Context: an optimization exercise on an open-source flow, tuned for small area and a short achievable clock period. The choices shown serve that exercise and are no tape-out recipe. In this exercise RTL edits were held to simulation tests only and were not proved equivalent to the original. No activity file was given, so power comes from the tool's default toggle rates.

==> flow/design.v <==
module lowp2(signal_in,
             signal_out,
             time_constant,
             clock_in,
             reset,
             enable);
input                 enable;
input  signed [27:0]  signal_in;
output signed [27:0]  signal_out;
input  signed [4:0]   time_constant;
input                 clock_in;
input                 reset;
localparam N = 256;
localparam W = 36;
reg  [28*(N-1)-1:0] sr;     
reg  [27:0]     last;       
reg  [7:0]      cnt;        
reg             full;       
reg  [W-1:0]    sum;        
wire            full_next = ~reset & (full | (cnt == 8'd255));
wire [W-1:0] base = sum - {{(W-28){last[27]}}, last};
wire [W-1:0] nsum;
lowp2_add #(.W(W)) add (.a({{(W-28){signal_in[27]}}, signal_in}), .b(base), .clr(reset),
                        .y(nsum));
always @(posedge clock_in) begin
    sr   <= {sr[28*(N-2)-1:0], signal_in};
    last <= full_next ? sr[28*(N-1)-1 -: 28] : 28'd0;
end
always @(posedge clock_in) begin
    if (reset) begin
        cnt  <= 8'd0;
        full <= 1'b0;
    end else begin
        cnt  <= cnt + 8'd1;
        full <= full_next;
    end
    sum <= nsum;
end
assign signal_out = sum[W-1:8];
endmodule
module lowp2_add #(parameter W = 36) (a, b, clr, y);
input  [W-1:0] a;
input  [W-1:0] b;
input          clr;
output [W-1:0] y;
wire [W-1:0] gn0 = ~(a & b);
wire [W-1:0] pn0 = ~(a ^ b);
wire [W-1:0] p   = a ^ b;
wire [W-1:0] g1, p1, gn2, pn2, g3, p3, gn4, pn4, g5, p5, gn6, pn6;
lowp2_pfx_n #(.W(W), .D(1))  l1 (.gn(gn0), .pn(pn0), .g(g1),  .p(p1));
lowp2_pfx_t #(.W(W), .D(2))  l2 (.g(g1),  .p(p1),  .gn(gn2), .pn(pn2));
lowp2_pfx_n #(.W(W), .D(4))  l3 (.gn(gn2), .pn(pn2), .g(g3),  .p(p3));
lowp2_pfx_t #(.W(W), .D(8))  l4 (.g(g3),  .p(p3),  .gn(gn4), .pn(pn4));
lowp2_pfx_n #(.W(W), .D(16)) l5 (.gn(gn4), .pn(pn4), .g(g5),  .p(p5));
lowp2_pfx_t #(.W(W), .D(32)) l6 (.g(g5),  .p(p5),  .gn(gn6), .pn(pn6));
lowp2_sum #(.W(W)) s (.p(p), .cn({gn6[W-2:0], 1'b1}), .clr(clr), .y(y));
endmodule
module lowp2_pfx_t #(parameter W = 36, parameter D = 1) (g, p, gn, pn);
input  [W-1:0] g;
input  [W-1:0] p;
output [W-1:0] gn;
output [W-1:0] pn;
genvar i;
generate
    for (i = 0; i < W; i = i + 1) begin : bt
        if (i >= D) begin : mix
            assign gn[i] = ~(g[i] | (p[i] & g[i-D]));
            assign pn[i] = ~(p[i] & p[i-D]);
        end else begin : pass
            assign gn[i] = ~g[i];
            assign pn[i] = ~p[i];
        end
    end
endgenerate
endmodule
module lowp2_pfx_n #(parameter W = 36, parameter D = 1) (gn, pn, g, p);
input  [W-1:0] gn;
input  [W-1:0] pn;
output [W-1:0] g;
output [W-1:0] p;
genvar i;
generate
    for (i = 0; i < W; i = i + 1) begin : bt
        if (i >= D) begin : mix
            assign g[i] = ~(gn[i] & (pn[i] | gn[i-D]));
            assign p[i] = ~(pn[i] | pn[i-D]);
        end else begin : pass
            assign g[i] = ~gn[i];
            assign p[i] = ~pn[i];
        end
    end
endgenerate
endmodule
module lowp2_sum #(parameter W = 36) (p, cn, clr, y);
input  [W-1:0] p;
input  [W-1:0] cn;
input          clr;
output [W-1:0] y;
assign y = ~((p ^ cn) | {W{clr}});
endmodule
Settings: LEC_CHECK=0, CAP_MARGIN=20, CORE_MARGIN=2, CORE_UTILIZATION=62, PLACE_DENSITY=0.72, SLEW_MARGIN=20, SYNTH_HIERARCHICAL=1, SYNTH_MINIMUM_KEEP_SIZE=0; clock period 18.0 ns.
standard.sh (not shown) runs the stock make flow with config.mk's settings and CLKGATE_MAP_FILE= SYNTH_SCRIPT=/design/flow/synth_recipe.tcl, a recipe that flattens the netlist after the stock synthesis.
==> flow/flow/run.sh <==
#!/bin/bash
# The standard layout (the standard.sh), with changes to how it is made:
#  - ports are buffered with buf_4 instead of the delay buffer buffer_ports picks by default;
#  - CTS inserts no dummy loads, and drives up to 20 flip-flops from each clkbuf_8 leaf;
#  - timing repair aims for a setup margin, so that it sizes the few paths through the
#    adder and the ports for speed (the SDC and its clock period are the standard flow's, unchanged);
set -euo pipefail
CTS="-sink_clustering_enable -repair_clock_nets -dont_use_dummy_load"
CTS="$CTS -sink_clustering_size 20 -sink_clustering_max_diameter 50 -branching_point_buffers_distance 1000"
CTS="$CTS -sink_clustering_buffer sky130_fd_sc_hd__clkbuf_8"
# all ports on one stretch of the left edge, beside the adder and the sum registers
PINS="-exclude top:* -exclude bottom:* -exclude right:* -exclude left:0-200 -exclude left:300-490"
bash standard.sh \
  "BUFFER_PORTS_ARGS=-buffer_cell sky130_fd_sc_hd__buf_4" \
  "CTS_ARGS=$CTS" \
  "PLACE_PINS_ARGS=$PINS" \
  "SETUP_SLACK_MARGIN=13.15" \
  finish > standard_make.log 2>&1
The baseline completed with no timing, DRC or antenna violations.
Rerun with:
--- a/flow/flow/run.sh
+++ b/flow/flow/run.sh
@@ -7,12 +7,9 @@
 set -euo pipefail
 CTS="-sink_clustering_enable -repair_clock_nets -dont_use_dummy_load"
-CTS="$CTS -sink_clustering_size 20 -sink_clustering_max_diameter 50 -branching_point_buffers_distance 1000"
+CTS="$CTS -sink_clustering_size 20 -sink_clustering_max_diameter 50"
 CTS="$CTS -sink_clustering_buffer sky130_fd_sc_hd__clkbuf_8"
-# all ports on one stretch of the left edge, beside the adder and the sum registers
-PINS="-exclude top:* -exclude bottom:* -exclude right:* -exclude left:0-200 -exclude left:300-490"
 bash standard.sh \
   "BUFFER_PORTS_ARGS=-buffer_cell sky130_fd_sc_hd__buf_4" \
   "CTS_ARGS=$CTS" \
-  "PLACE_PINS_ARGS=$PINS" \
   "SETUP_SLACK_MARGIN=13.15" \
   finish > standard_make.log 2>&1
After rerunning: Final area is about the same. Sequential cell count is unchanged. Core utilization is about the same.
Rerun with:
--- a/flow/flow/run.sh
+++ b/flow/flow/run.sh
@@ -7,6 +7,6 @@
 set -euo pipefail
 CTS="-sink_clustering_enable -repair_clock_nets -dont_use_dummy_load"
-CTS="$CTS -sink_clustering_size 20 -sink_clustering_max_diameter 50"
-CTS="$CTS -sink_clustering_buffer sky130_fd_sc_hd__clkbuf_8"
+CTS="$CTS -sink_clustering_size 36 -sink_clustering_max_diameter 50"
+CTS="$CTS -sink_clustering_buffer sky130_fd_sc_hd__clkbuf_16"
 bash standard.sh \
   "BUFFER_PORTS_ARGS=-buffer_cell sky130_fd_sc_hd__buf_4" \
After rerunning:
- cell area is higher by 2.1%
- core utilization increases by 1.4 points
- maximum frequency drops by 1.5%
- wire length rises by about 16%
- area after synthesis stays the same
- setup slack loses 0.074 ns
- total power climbs by 7.2%
- critical path depth does not change
- cell count goes down by about 0.37%
- count of clock-buffer cells in the layout went down by 43
- global-route usage came out higher by 2.3 points
Rerun with:
==> flow/flow/run.sh (replaced) <==
#!/bin/bash
# The standard layout (the standard.sh), with changes to how it is made:
#  - ports are buffered with buf_4 instead of the delay buffer buffer_ports picks by default;
#  - CTS inserts no dummy loads, and drives up to 18 flip-flops from each clkbuf_8 leaf;
#  - timing repair aims for a setup margin, so that it sizes the few paths through the
#    adder and the ports for speed (the SDC and its clock period are the standard flow's, unchanged);
set -euo pipefail
CTS="-sink_clustering_enable -repair_clock_nets -dont_use_dummy_load"
CTS="$CTS -sink_clustering_size 18 -sink_clustering_max_diameter 50"
CTS="$CTS -sink_clustering_buffer sky130_fd_sc_hd__clkbuf_8"
bash standard.sh \
  "BUFFER_PORTS_ARGS=-buffer_cell sky130_fd_sc_hd__buf_4" \
  "CTS_ARGS=$CTS" \
  "SETUP_SLACK_MARGIN=13.8" \
  finish > standard_make.log 2>&1
Outcome: The changed run finished with timing, DRC and antenna clean; wire length decreases by 9.7%; sequential cell count does not change; synthesized cell count stays the same.

[re-timing with driven ports]
How much do the figures lean on ideal ports? The routed layouts below were timed once more, with nothing changed but the port constraints.
Step 1, drivers: a clkbuf_16 drives clock_in and a buf_2 each remaining input, both assumed.
Step 2 also shifts input and output timing later by t, the mid clock arrival at the registers, as if the neighbouring blocks saw the same clock.
a / b / c = no drivers / after step 1 / after step 2; a / b = the first two.
| run | t, ns | setup WS [ns] | clock arrival spread, ns |
|---|---|---|---|
| the first run | 0.915 | 13.008 / 12.943 / 12.269 | 0.157 / 0.157 |
| the second run | 0.961 | 13.004 / 12.907 / 12.164 | 0.152 / 0.152 |
| the third run | 0.993 | 12.930 / 12.834 / 12.255 | 0.191 / 0.191 |
| the fourth run | 0.970 | 13.028 / 12.937 / 12.475 | 0.165 / 0.165 |
After both steps every run listed still meets setup and hold. For the second run, which loses most, drivers alone change the setup slack by -0.097 ns; drivers and shift together by -0.840 ns.
